Context: an optimization exercise on an open-source flow, tuned for small area, a short achievable clock period and few clock cycles. The choices shown serve that exercise and are no tape-out recipe.
Only the layout flow was run in this run; the RTL was not checked for function there.
Power is estimated from default activity; no workload was simulated.

$ cat flow/config.mk
export PLATFORM = sky130hd
export DESIGN_NAME = HW3_FPMUL_SP
export DESIGN_NICKNAME = HW3_FPMUL_SP
export VERILOG_FILES = /design/flow/design.v
export SDC_FILE = /design/flow/constraint.sdc
export NUM_CORES = 4
export LEC_CHECK = 0
export CAP_MARGIN = 20
export CORE_MARGIN = 2
export CORE_UTILIZATION = 40
export SLEW_MARGIN = 20
$ cat flow/constraint.sdc
create_clock -name core_clock -period 9.0 [get_ports {Clk}]
set_input_delay 1.8000 -clock core_clock [delete_from_list [all_inputs] [get_ports {Clk}]]
set_output_delay 1.8000 -clock core_clock [all_outputs]
set_load 0.01 [all_outputs]
$ cat flow/design.v
module HW3_FPMUL_SP(Clk, Rst, St, FPmplier, FPmcand, Done, Ovf, Unf, FPproduct);
  input Clk, Rst, St;
  input [31:0] FPmcand;
  input [31:0] FPmplier;
  output reg Done, Ovf, Unf;
  output reg [31:0] FPproduct;
  reg [22:0] M;             
  reg [23:0] Q;             
  reg [7:0] Ex, Ey;         
  reg [23:0] S, C;           
  reg [3:0] Ls, Lc;         
  reg cr;                   
  reg [2:0] cnt;
  wire [23:0] Mf = {1'b1, M};
  wire [23:0] pp0 = Mf & {24{Q[0]}};
  wire [23:0] pp1 = Mf & {24{Q[1]}};
  wire [23:0] pp2 = Mf & {24{Q[2]}};
  wire [23:0] pp3 = Mf & {24{Q[3]}};
  wire fs0 = pp0[2] ^ pp1[1];
  wire fc0 = pp0[2] & pp1[1];
  wire fs1 = pp0[3] ^ pp1[2] ^ pp2[1];
  wire fc1 = (pp0[3] & pp1[2]) | (pp0[3] & pp2[1]) | (pp1[2] & pp2[1]);
  wire fs2 = pp3[0] ^ S[3];
  wire fc2 = pp3[0] & S[3];
  wire fs3 = pp0[4] ^ pp1[3] ^ pp2[2];
  wire fc3 = (pp0[4] & pp1[3]) | (pp0[4] & pp2[2]) | (pp1[3] & pp2[2]);
  wire fs4 = pp3[1] ^ S[4] ^ C[4];
  wire fc4 = (pp3[1] & S[4]) | (pp3[1] & C[4]) | (S[4] & C[4]);
  wire fs5 = pp0[5] ^ pp1[4] ^ pp2[3];
  wire fc5 = (pp0[5] & pp1[4]) | (pp0[5] & pp2[3]) | (pp1[4] & pp2[3]);
  wire fs6 = pp3[2] ^ S[5] ^ C[5];
  wire fc6 = (pp3[2] & S[5]) | (pp3[2] & C[5]) | (S[5] & C[5]);
  wire fs7 = pp0[6] ^ pp1[5] ^ pp2[4];
  wire fc7 = (pp0[6] & pp1[5]) | (pp0[6] & pp2[4]) | (pp1[5] & pp2[4]);
  wire fs8 = pp3[3] ^ S[6] ^ C[6];
  wire fc8 = (pp3[3] & S[6]) | (pp3[3] & C[6]) | (S[6] & C[6]);
  wire fs9 = pp0[7] ^ pp1[6] ^ pp2[5];
  wire fc9 = (pp0[7] & pp1[6]) | (pp0[7] & pp2[5]) | (pp1[6] & pp2[5]);
  wire fs10 = pp3[4] ^ S[7] ^ C[7];
  wire fc10 = (pp3[4] & S[7]) | (pp3[4] & C[7]) | (S[7] & C[7]);
  wire fs11 = pp0[8] ^ pp1[7] ^ pp2[6];
  wire fc11 = (pp0[8] & pp1[7]) | (pp0[8] & pp2[6]) | (pp1[7] & pp2[6]);
  wire fs12 = pp3[5] ^ S[8] ^ C[8];
  wire fc12 = (pp3[5] & S[8]) | (pp3[5] & C[8]) | (S[8] & C[8]);
  wire fs13 = pp0[9] ^ pp1[8] ^ pp2[7];
  wire fc13 = (pp0[9] & pp1[8]) | (pp0[9] & pp2[7]) | (pp1[8] & pp2[7]);
  wire fs14 = pp3[6] ^ S[9] ^ C[9];
  wire fc14 = (pp3[6] & S[9]) | (pp3[6] & C[9]) | (S[9] & C[9]);
  wire fs15 = pp0[10] ^ pp1[9] ^ pp2[8];
  wire fc15 = (pp0[10] & pp1[9]) | (pp0[10] & pp2[8]) | (pp1[9] & pp2[8]);
  wire fs16 = pp3[7] ^ S[10] ^ C[10];
  wire fc16 = (pp3[7] & S[10]) | (pp3[7] & C[10]) | (S[10] & C[10]);
  wire fs17 = pp0[11] ^ pp1[10] ^ pp2[9];
  wire fc17 = (pp0[11] & pp1[10]) | (pp0[11] & pp2[9]) | (pp1[10] & pp2[9]);
  wire fs18 = pp3[8] ^ S[11] ^ C[11];
  wire fc18 = (pp3[8] & S[11]) | (pp3[8] & C[11]) | (S[11] & C[11]);
  wire fs19 = pp0[12] ^ pp1[11] ^ pp2[10];
  wire fc19 = (pp0[12] & pp1[11]) | (pp0[12] & pp2[10]) | (pp1[11] & pp2[10]);
  wire fs20 = pp3[9] ^ S[12] ^ C[12];
  wire fc20 = (pp3[9] & S[12]) | (pp3[9] & C[12]) | (S[12] & C[12]);
  wire fs21 = pp0[13] ^ pp1[12] ^ pp2[11];
  wire fc21 = (pp0[13] & pp1[12]) | (pp0[13] & pp2[11]) | (pp1[12] & pp2[11]);
  wire fs22 = pp3[10] ^ S[13] ^ C[13];
  wire fc22 = (pp3[10] & S[13]) | (pp3[10] & C[13]) | (S[13] & C[13]);
  wire fs23 = pp0[14] ^ pp1[13] ^ pp2[12];
  wire fc23 = (pp0[14] & pp1[13]) | (pp0[14] & pp2[12]) | (pp1[13] & pp2[12]);
  wire fs24 = pp3[11] ^ S[14] ^ C[14];
  wire fc24 = (pp3[11] & S[14]) | (pp3[11] & C[14]) | (S[14] & C[14]);
  wire fs25 = pp0[15] ^ pp1[14] ^ pp2[13];
  wire fc25 = (pp0[15] & pp1[14]) | (pp0[15] & pp2[13]) | (pp1[14] & pp2[13]);
  wire fs26 = pp3[12] ^ S[15] ^ C[15];
  wire fc26 = (pp3[12] & S[15]) | (pp3[12] & C[15]) | (S[15] & C[15]);
  wire fs27 = pp0[16] ^ pp1[15] ^ pp2[14];
  wire fc27 = (pp0[16] & pp1[15]) | (pp0[16] & pp2[14]) | (pp1[15] & pp2[14]);
  wire fs28 = pp3[13] ^ S[16] ^ C[16];
  wire fc28 = (pp3[13] & S[16]) | (pp3[13] & C[16]) | (S[16] & C[16]);
  wire fs29 = pp0[17] ^ pp1[16] ^ pp2[15];
  wire fc29 = (pp0[17] & pp1[16]) | (pp0[17] & pp2[15]) | (pp1[16] & pp2[15]);
  wire fs30 = pp3[14] ^ S[17] ^ C[17];
  wire fc30 = (pp3[14] & S[17]) | (pp3[14] & C[17]) | (S[17] & C[17]);
  wire fs31 = pp0[18] ^ pp1[17] ^ pp2[16];
  wire fc31 = (pp0[18] & pp1[17]) | (pp0[18] & pp2[16]) | (pp1[17] & pp2[16]);
  wire fs32 = pp3[15] ^ S[18] ^ C[18];
  wire fc32 = (pp3[15] & S[18]) | (pp3[15] & C[18]) | (S[18] & C[18]);
  wire fs33 = pp0[19] ^ pp1[18] ^ pp2[17];
  wire fc33 = (pp0[19] & pp1[18]) | (pp0[19] & pp2[17]) | (pp1[18] & pp2[17]);
  wire fs34 = pp3[16] ^ S[19] ^ C[19];
  wire fc34 = (pp3[16] & S[19]) | (pp3[16] & C[19]) | (S[19] & C[19]);
  wire fs35 = pp0[20] ^ pp1[19] ^ pp2[18];
  wire fc35 = (pp0[20] & pp1[19]) | (pp0[20] & pp2[18]) | (pp1[19] & pp2[18]);
  wire fs36 = pp3[17] ^ S[20] ^ C[20];
  wire fc36 = (pp3[17] & S[20]) | (pp3[17] & C[20]) | (S[20] & C[20]);
  wire fs37 = pp0[21] ^ pp1[20] ^ pp2[19];
  wire fc37 = (pp0[21] & pp1[20]) | (pp0[21] & pp2[19]) | (pp1[20] & pp2[19]);
  wire fs38 = pp3[18] ^ S[21] ^ C[21];
  wire fc38 = (pp3[18] & S[21]) | (pp3[18] & C[21]) | (S[21] & C[21]);
  wire fs39 = pp0[22] ^ pp1[21] ^ pp2[20];
  wire fc39 = (pp0[22] & pp1[21]) | (pp0[22] & pp2[20]) | (pp1[21] & pp2[20]);
  wire fs40 = pp3[19] ^ S[22] ^ C[22];
  wire fc40 = (pp3[19] & S[22]) | (pp3[19] & C[22]) | (S[22] & C[22]);
  wire fs41 = pp0[23] ^ pp1[22] ^ pp2[21];
  wire fc41 = (pp0[23] & pp1[22]) | (pp0[23] & pp2[21]) | (pp1[22] & pp2[21]);
  wire fs42 = pp3[20] ^ S[23] ^ C[23];
  wire fc42 = (pp3[20] & S[23]) | (pp3[20] & C[23]) | (S[23] & C[23]);
  wire fs43 = pp1[23] ^ pp2[22];
  wire fc43 = pp1[23] & pp2[22];
  wire fs44 = pp0[1] ^ pp1[0];
  wire fc44 = pp0[1] & pp1[0];
  wire fs45 = pp2[0] ^ S[2] ^ C[2];
  wire fc45 = (pp2[0] & S[2]) | (pp2[0] & C[2]) | (S[2] & C[2]);
  wire fs46 = C[3] ^ fc0 ^ fs1;
  wire fc46 = (C[3] & fc0) | (C[3] & fs1) | (fc0 & fs1);
  wire fs47 = fc1 ^ fc2 ^ fs3;
  wire fc47 = (fc1 & fc2) | (fc1 & fs3) | (fc2 & fs3);
  wire fs48 = fc3 ^ fc4 ^ fs5;
  wire fc48 = (fc3 & fc4) | (fc3 & fs5) | (fc4 & fs5);
  wire fs49 = fc5 ^ fc6 ^ fs7;
  wire fc49 = (fc5 & fc6) | (fc5 & fs7) | (fc6 & fs7);
  wire fs50 = fc7 ^ fc8 ^ fs9;
  wire fc50 = (fc7 & fc8) | (fc7 & fs9) | (fc8 & fs9);
  wire fs51 = fc9 ^ fc10 ^ fs11;
  wire fc51 = (fc9 & fc10) | (fc9 & fs11) | (fc10 & fs11);
  wire fs52 = fc11 ^ fc12 ^ fs13;
  wire fc52 = (fc11 & fc12) | (fc11 & fs13) | (fc12 & fs13);
  wire fs53 = fc13 ^ fc14 ^ fs15;
  wire fc53 = (fc13 & fc14) | (fc13 & fs15) | (fc14 & fs15);
  wire fs54 = fc15 ^ fc16 ^ fs17;
  wire fc54 = (fc15 & fc16) | (fc15 & fs17) | (fc16 & fs17);
  wire fs55 = fc17 ^ fc18 ^ fs19;
  wire fc55 = (fc17 & fc18) | (fc17 & fs19) | (fc18 & fs19);
  wire fs56 = fc19 ^ fc20 ^ fs21;
  wire fc56 = (fc19 & fc20) | (fc19 & fs21) | (fc20 & fs21);
  wire fs57 = fc21 ^ fc22 ^ fs23;
  wire fc57 = (fc21 & fc22) | (fc21 & fs23) | (fc22 & fs23);
  wire fs58 = fc23 ^ fc24 ^ fs25;
  wire fc58 = (fc23 & fc24) | (fc23 & fs25) | (fc24 & fs25);
  wire fs59 = fc25 ^ fc26 ^ fs27;
  wire fc59 = (fc25 & fc26) | (fc25 & fs27) | (fc26 & fs27);
  wire fs60 = fc27 ^ fc28 ^ fs29;
  wire fc60 = (fc27 & fc28) | (fc27 & fs29) | (fc28 & fs29);
  wire fs61 = fc29 ^ fc30 ^ fs31;
  wire fc61 = (fc29 & fc30) | (fc29 & fs31) | (fc30 & fs31);
  wire fs62 = fc31 ^ fc32 ^ fs33;
  wire fc62 = (fc31 & fc32) | (fc31 & fs33) | (fc32 & fs33);
  wire fs63 = fc33 ^ fc34 ^ fs35;
  wire fc63 = (fc33 & fc34) | (fc33 & fs35) | (fc34 & fs35);
  wire fs64 = fc35 ^ fc36 ^ fs37;
  wire fc64 = (fc35 & fc36) | (fc35 & fs37) | (fc36 & fs37);
  wire fs65 = fc37 ^ fc38 ^ fs39;
  wire fc65 = (fc37 & fc38) | (fc37 & fs39) | (fc38 & fs39);
  wire fs66 = fc39 ^ fc40 ^ fs41;
  wire fc66 = (fc39 & fc40) | (fc39 & fs41) | (fc40 & fs41);
  wire fs67 = pp3[21] ^ fc41 ^ fc42;
  wire fc67 = (pp3[21] & fc41) | (pp3[21] & fc42) | (fc41 & fc42);
  wire fs68 = pp2[23] ^ pp3[22];
  wire fc68 = pp2[23] & pp3[22];
  wire fs69 = pp0[0] ^ S[0];
  wire fc69 = pp0[0] & S[0];
  wire fs70 = S[1] ^ C[1] ^ fs44;
  wire fc70 = (S[1] & C[1]) | (S[1] & fs44) | (C[1] & fs44);
  wire fs71 = fs0 ^ fc44 ^ fs45;
  wire fc71 = (fs0 & fc44) | (fs0 & fs45) | (fc44 & fs45);
  wire fs72 = fs2 ^ fc45 ^ fs46;
  wire fc72 = (fs2 & fc45) | (fs2 & fs46) | (fc45 & fs46);
  wire fs73 = fs4 ^ fc46 ^ fs47;
  wire fc73 = (fs4 & fc46) | (fs4 & fs47) | (fc46 & fs47);
  wire fs74 = fs6 ^ fc47 ^ fs48;
  wire fc74 = (fs6 & fc47) | (fs6 & fs48) | (fc47 & fs48);
  wire fs75 = fs8 ^ fc48 ^ fs49;
  wire fc75 = (fs8 & fc48) | (fs8 & fs49) | (fc48 & fs49);
  wire fs76 = fs10 ^ fc49 ^ fs50;
  wire fc76 = (fs10 & fc49) | (fs10 & fs50) | (fc49 & fs50);
  wire fs77 = fs12 ^ fc50 ^ fs51;
  wire fc77 = (fs12 & fc50) | (fs12 & fs51) | (fc50 & fs51);
  wire fs78 = fs14 ^ fc51 ^ fs52;
  wire fc78 = (fs14 & fc51) | (fs14 & fs52) | (fc51 & fs52);
  wire fs79 = fs16 ^ fc52 ^ fs53;
  wire fc79 = (fs16 & fc52) | (fs16 & fs53) | (fc52 & fs53);
  wire fs80 = fs18 ^ fc53 ^ fs54;
  wire fc80 = (fs18 & fc53) | (fs18 & fs54) | (fc53 & fs54);
  wire fs81 = fs20 ^ fc54 ^ fs55;
  wire fc81 = (fs20 & fc54) | (fs20 & fs55) | (fc54 & fs55);
  wire fs82 = fs22 ^ fc55 ^ fs56;
  wire fc82 = (fs22 & fc55) | (fs22 & fs56) | (fc55 & fs56);
  wire fs83 = fs24 ^ fc56 ^ fs57;
  wire fc83 = (fs24 & fc56) | (fs24 & fs57) | (fc56 & fs57);
  wire fs84 = fs26 ^ fc57 ^ fs58;
  wire fc84 = (fs26 & fc57) | (fs26 & fs58) | (fc57 & fs58);
  wire fs85 = fs28 ^ fc58 ^ fs59;
  wire fc85 = (fs28 & fc58) | (fs28 & fs59) | (fc58 & fs59);
  wire fs86 = fs30 ^ fc59 ^ fs60;
  wire fc86 = (fs30 & fc59) | (fs30 & fs60) | (fc59 & fs60);
  wire fs87 = fs32 ^ fc60 ^ fs61;
  wire fc87 = (fs32 & fc60) | (fs32 & fs61) | (fc60 & fs61);
  wire fs88 = fs34 ^ fc61 ^ fs62;
  wire fc88 = (fs34 & fc61) | (fs34 & fs62) | (fc61 & fs62);
  wire fs89 = fs36 ^ fc62 ^ fs63;
  wire fc89 = (fs36 & fc62) | (fs36 & fs63) | (fc62 & fs63);
  wire fs90 = fs38 ^ fc63 ^ fs64;
  wire fc90 = (fs38 & fc63) | (fs38 & fs64) | (fc63 & fs64);
  wire fs91 = fs40 ^ fc64 ^ fs65;
  wire fc91 = (fs40 & fc64) | (fs40 & fs65) | (fc64 & fs65);
  wire fs92 = fs42 ^ fc65 ^ fs66;
  wire fc92 = (fs42 & fc65) | (fs42 & fs66) | (fc65 & fs66);
  wire fs93 = fs43 ^ fc66 ^ fs67;
  wire fc93 = (fs43 & fc66) | (fs43 & fs67) | (fc66 & fs67);
  wire fs94 = fc43 ^ fc67 ^ fs68;
  wire fc94 = (fc43 & fc67) | (fc43 & fs68) | (fc67 & fs68);
  wire fs95 = pp3[23] ^ fc68;
  wire fc95 = pp3[23] & fc68;
  wire [27:0] TS = {fc95, fc94, fc93, fc92, fc91, fc90, fc89, fc88, fc87, fc86, fc85, fc84, fc83, fc82, fc81, fc80, fc79, fc78, fc77, fc76, fc75, fc74, fc73, fc72, fc71, fc70, fc69, C[0]};
  wire [27:0] TC = {1'b0, fs95, fs94, fs93, fs92, fs91, fs90, fs89, fs88, fs87, fs86, fs85, fs84, fs83, fs82, fs81, fs80, fs79, fs78, fs77, fs76, fs75, fs74, fs73, fs72, fs71, fs70, fs69};
  wire [4:0] lo = Ls + Lc + cr;
  wire [27:0] P = {S, Ls} + {C, Lc} + cr;    
  wire p47 = P[27];
  wire [22:0] F = p47 ? P[26:4] : P[25:3];
  wire [8:0] ES = Ex + Ey;
  wire [7:0] E0 = ES[7:0] + 8'd129;
  wire [7:0] E1 = ES[7:0] + 8'd130;
  wire ovf0 = ES >= 9'd382, ovf1 = ES >= 9'd381;
  wire unf0 = ES <= 9'd127, unf1 = ES <= 9'd126;
  wire last = (cnt == 3'd6);
  always @(posedge Clk) begin
    if (Rst) begin
      Done <= 1'b1;
    end else if (Done) begin
      if (St) Done <= 1'b0;
    end else if (last) begin
      Done <= 1'b1;
    end
    if (Done) begin
      M <= FPmcand[22:0];
      Q <= {1'b1, FPmplier[22:0]};
      Ex <= FPmcand[30:23];
      Ey <= FPmplier[30:23];
      S <= 0; C <= 0; Ls <= 0; Lc <= 0; cr <= 1'b0;
      cnt <= 0;
      if (St) FPproduct[31] <= FPmcand[31] ^ FPmplier[31];
    end else begin
      Q <= Q >> 4;
      S <= TS[27:4];
      C <= TC[27:4];
      Ls <= TS[3:0];
      Lc <= TC[3:0];
      cr <= lo[4];
      cnt <= cnt + 1'b1;
      if (last) begin
        FPproduct[30:23] <= p47 ? E1 : E0;
        FPproduct[22:0] <= F;
        Ovf <= p47 ? ovf1 : ovf0;
        Unf <= p47 ? unf1 : unf0;
      end
    end
  end
endmodule
$ cat flow/run.sh
#!/bin/bash
# synth_recipe.tcl (not shown) runs the flow's synth.tcl, then flattens the netlist and writes it again
# the make line also repeats each setting of config.mk as NAME=value (left out here)
make -C /OpenROAD-flow-scripts/flow DESIGN_CONFIG=/design/flow/config.mk WORK_HOME=/design/flow/orfs CLKGATE_MAP_FILE= SYNTH_SCRIPT=/design/flow/synth_recipe.tcl finish
==> summary.md <==
| Metric | Value |
|---|---|
| Status | `no timing/DRC/antenna violations` |
| Die area | `0.0259 sq mm` |
| Syn nets | `1102` |
| Crit path max-delay family | `simple AND/OR/NAND/NOR gates` |
| Arr. time, crit path | `around 3.9 ns` |
| Buf+Inv Stages, Crit Path | `0` |
| Worst-margin pin slew | `0.958 ns` |
| Final std cells w/o fill | `1327` |
| Switching Power | `approximately 910 uW` |
| Logic pwr share | `35.8%` |
| CP Depth | `8` |
| Commonest non-fill, non-tap cell in the layout | `inv_1` |
| ANT nets after route | `0` |
| Pint | `about 1.7 mW` |
| Synth Instances | `896` |
| Critical path endpoint | `FPproduct[17]$_DFFE_PP_` |
| H-tree depth | `4` |
| Max-slew violation count | `0` |
| Max Clock Skew | `0.0105 ns` |
| Input/output buffers | `101` |
| Synth Flop Type | `dfxtp_1` |
| Netlist Area Pre-Place | `0.00986 sq mm` |
| Mean Syn Cell Area | `11.0 sq um` |
| Synth top area share | `22.2%` |
| Row cnt | `57` |
| Crit path time final | `3.76 ns` |
| Tcrit/Tclk final | `41.7%` |
| CTS Sinks | `about 160` |
| Most frequent cells in the layout | `inv_1 (121), and2_1 (101), clkdlybuf4s50_1 (101), fa_1 (89), dfxtp_1 (83)` |
| Reg power frac | `36.8%` |
| Pwr Density | `220 mW/mm^2` |
| Vias in the first global route | `6707` |
| Top cells by area, synth | `edfxtp_1 (22%), fa_1 (18%), dfxtp_1 (17%)` |
| Register area share after synthesis | `between 30% and 40%` |
| Required time worst endpoint | `9.18 ns` |
| Post-synth EDFFs | `73` |
| FF-to-FF End | `FPproduct[17]$_DFFE_PP_` |
| Inserted Diodes | `0` |
| FF-to-FF path depth | `8` |
| Core area | `approximately 0.024 sq mm` |
| Die W | `161 um` |
| Max frequency | `0.266 GHz` |
| Drt first pass iters | `4` |
| Cell taking the most area after synthesis | `edfxtp_1` |
| Placed cells | `1295` |
| Clock latency on the worst-skew pair | `0.43 ns` |
| Hold path cells | `1` |
| Max IR drop VDD | `0.112 mV` |
| Root Buffer | `clkbuf_16` |
| Crit-path max FO | `40` |
| Synth-to-layout area growth | `19.0%` |
| GRT Total Usage | `16.5%` |
| Setup bufs post-CTS | `0` |
| Boundary Pins | `around 100` |
| #FFs+latches synth | `approximately 160` |
| Drc violations | `0` |
| Hold path startpoint | `cnt[0]$_SDFF_PP0_` |
| Setup violations, final | `0` |
| Iter 0 DRT Violations | `about 220` |
| Final Hold Viols | `0` |
| Clock transition at path regs | `0.07 ns` |
| Pin count of the biggest net entering global routing | `79` |
| CP max stage cell | `xor2_4` |
| RSZ-0062 raised after global routing | `false` |
| CTS tree | `built` |
| Height of the die | `161 um` |
| Critical Path Source | `C[2]$_SDFF_PP0_` |
| Initial core utilization | `40.7%` |
| Slew HR | `35.9%` |
| Worst min path class | `reg2reg` |
| Routed WL | `19900 um` |
| Setup_tns | `0 ns` |
| GPL Wtd Cong | `~0.83` |
| Maximum clock insertion buffer count | `2` |
| DR vias/cell | `4.76` |
| Share of cells above drive strength 1 | `7.28%` |
| Critical R2R Launch | `C[2]$_SDFF_PP0_` |
| Clock power share | `27.4%` |
| Leak Pwr | `4.97 nW` |
| Critical path class | `reg2reg` |
| First-pass GRT wire length | `34100 um` |
| Switching share of power | `about a third` |
| Antenna violations before repair | `0` |
| DPL Wire Length | `15000 um` |
| Yosys synthesis warning count | `1` |
| R2R Setup Slk | `5.24 ns` |
| Yosys cell types | `62` |
| Crit. End Element | `register` |
| CP Cell Sequence | `ha_1, a211oi_2, nor2_1, a221o_1, o211ai_2, nor3b_2, xor2_4, mux2_2` |
| Total grt overflow | `0` |
| CTS buffer count | `17` |
| # fillers | `2263` |
| Nets | `roughly 1200` |
| Critical Path Max Stage Delay | `between 0.7 and 0.8 ns` |
| Ys async rst share | `0%` |
| Cts hold-fix bufs | `0` |
| Wire length per cell | `between 15 and 20 um` |
| Crit path launch type | `register` |
| Via count | `roughly 6300` |
| Max Cap Viol | `0` |
| Cts repair resizes | `0` |
==> area by class of cell <==
| cell class | count | area, sq um | area share (%) |
|---|---|---|---|
| timing repair buffer | 104 | 1030 | 8.81 |
| inverter | 121 | 454 | 3.87 |
| sequential | 157 | 3880 | 33.1 |
| clock inverter | 15 | 150 | 1.28 |
| clock buffer | 17 | 425 | 3.63 |
| tap | 324 | 405 | 3.46 |
| multi-input combinational | 589 | 5380 | 45.9 |
==> synthesized netlist by cell type, types with 7 or more instances <==
master and number:
nand3_1 8, a21oi_1 31, fa_1 89, clkbuf_1 18, xnor2_1 20, mux2_2 26
nor2_1 32, dfxtp_1 84, xor2_1 11, nor2b_1 55, edfxtp_1 73, a21o_1 7
and2_1 101, o21ai_0 24, nor3_1 11, inv_1 121, ha_1 50, nand2_1 38
==> sequential cells by signal, summed over array words and instances, names as in the netlist <==
signal,count
FPproduct,32
Done,1
Q,24
Unf,1
Lc,4
Ovf,1
Ex,8
S,24
Ls,4
cr,1
cnt,3
Ey,8
C,23
M,23
==> power groups by stage <==
stage / Sequential [mW] / Clock, mW / Combinational [mW]
global placement: 0.965 / 0 / 0.919
detailed placement: 0.969 / 0 / 0.927
CTS: 0.954 / 0.728 / 0.935
finish: 0.950 / 0.709 / 0.925
floorplan: 0.937 / 0 / 0.704
global route: 0.968 / 0.757 / 1.08
==> metal layers <==
layer,global-route usage [%],up-vias,part of all wire (%)
li1,-,3135,-
met1,23.0,3040,49
met2,26.0,132,46
met3,3.31,15,4.4
met4,4.95,0,1.5
met5,0,-,0
==> worst min path at each step <==
stage | end | slack (ns)
2_1_floorplan | cnt[0]$_SDFF_PP0_ | 0.40
3_3_place_gp | cnt[0]$_SDFF_PP0_ | 0.41
3_5_place_dp | cnt[0]$_SDFF_PP0_ | 0.43
4_1_cts | cnt[0]$_SDFF_PP0_ | 0.45
5_1_grt | Q[6]$_DFF_P_ | 0.47
6_report | cnt[0]$_SDFF_PP0_ | 0.44
==> stage by stage <==
stage                     total power, mW  setup WS, ns  hold slack, ns  utilization [%]  cell area [sq um]
after floorplan                      1.64          5.95           0.402                -               9860
after global routing                 2.81          4.99           0.474             48.4              11700
after global placement               1.88          5.29           0.415             46.0              11200
after CTS                            2.62          5.19           0.446             48.4              11700
after detailed placement             1.90          5.21           0.429             46.0              11200
final                                2.58          5.24           0.440             48.4              11700
==> cells by family (layout without fill, tap and decap cells) <==
| kind of cell | after synthesis | count (layout) | share of synthesized area, % |
|---|---|---|---|
| and+or+nand+nor | 277 | 277 | 16.0 |
| adders and majority gates | 139 | 139 | 24.4 |
| buffers and inverters | 150 | 257 | 6.09 |
| muxes | 29 | 29 | 3.27 |
| xor gates and xnor gates | 33 | 33 | 3.20 |
| DFF | 157 | 157 | 39.3 |
| AOI/OAI and AO/OA | 111 | 111 | 7.72 |

==> port drivers added, routing unchanged <==
The flow's constraints put no driver on any port. The routed layout listed below was extracted and timed again, unchanged, in two steps.
Step 1 sets driving cells, clkbuf_16 on the clock port and buf_2 on the other inputs (assumed; they add their load-dependent delay and slew).
Step 2 also shifts input and output timing later by t, the mid clock arrival at the registers, as if the neighbouring blocks saw the same clock.
a / b / c = ideal / step 1 / step 2; a / b = the first two.
t (ns): 0.470
setup slack, ns: 5.243 / 5.243 / 5.243
clock arrival spread, ns: 0.011 / 0.011
slew at the worst register clock pin (ns): 0.07 / 0.07
worst slew at a driven data input, ns: 0.04
After both steps setup and hold are still met in this run. The setup slack of this run moves by 0.000 ns with the drivers and by 0.000 ns with both steps.
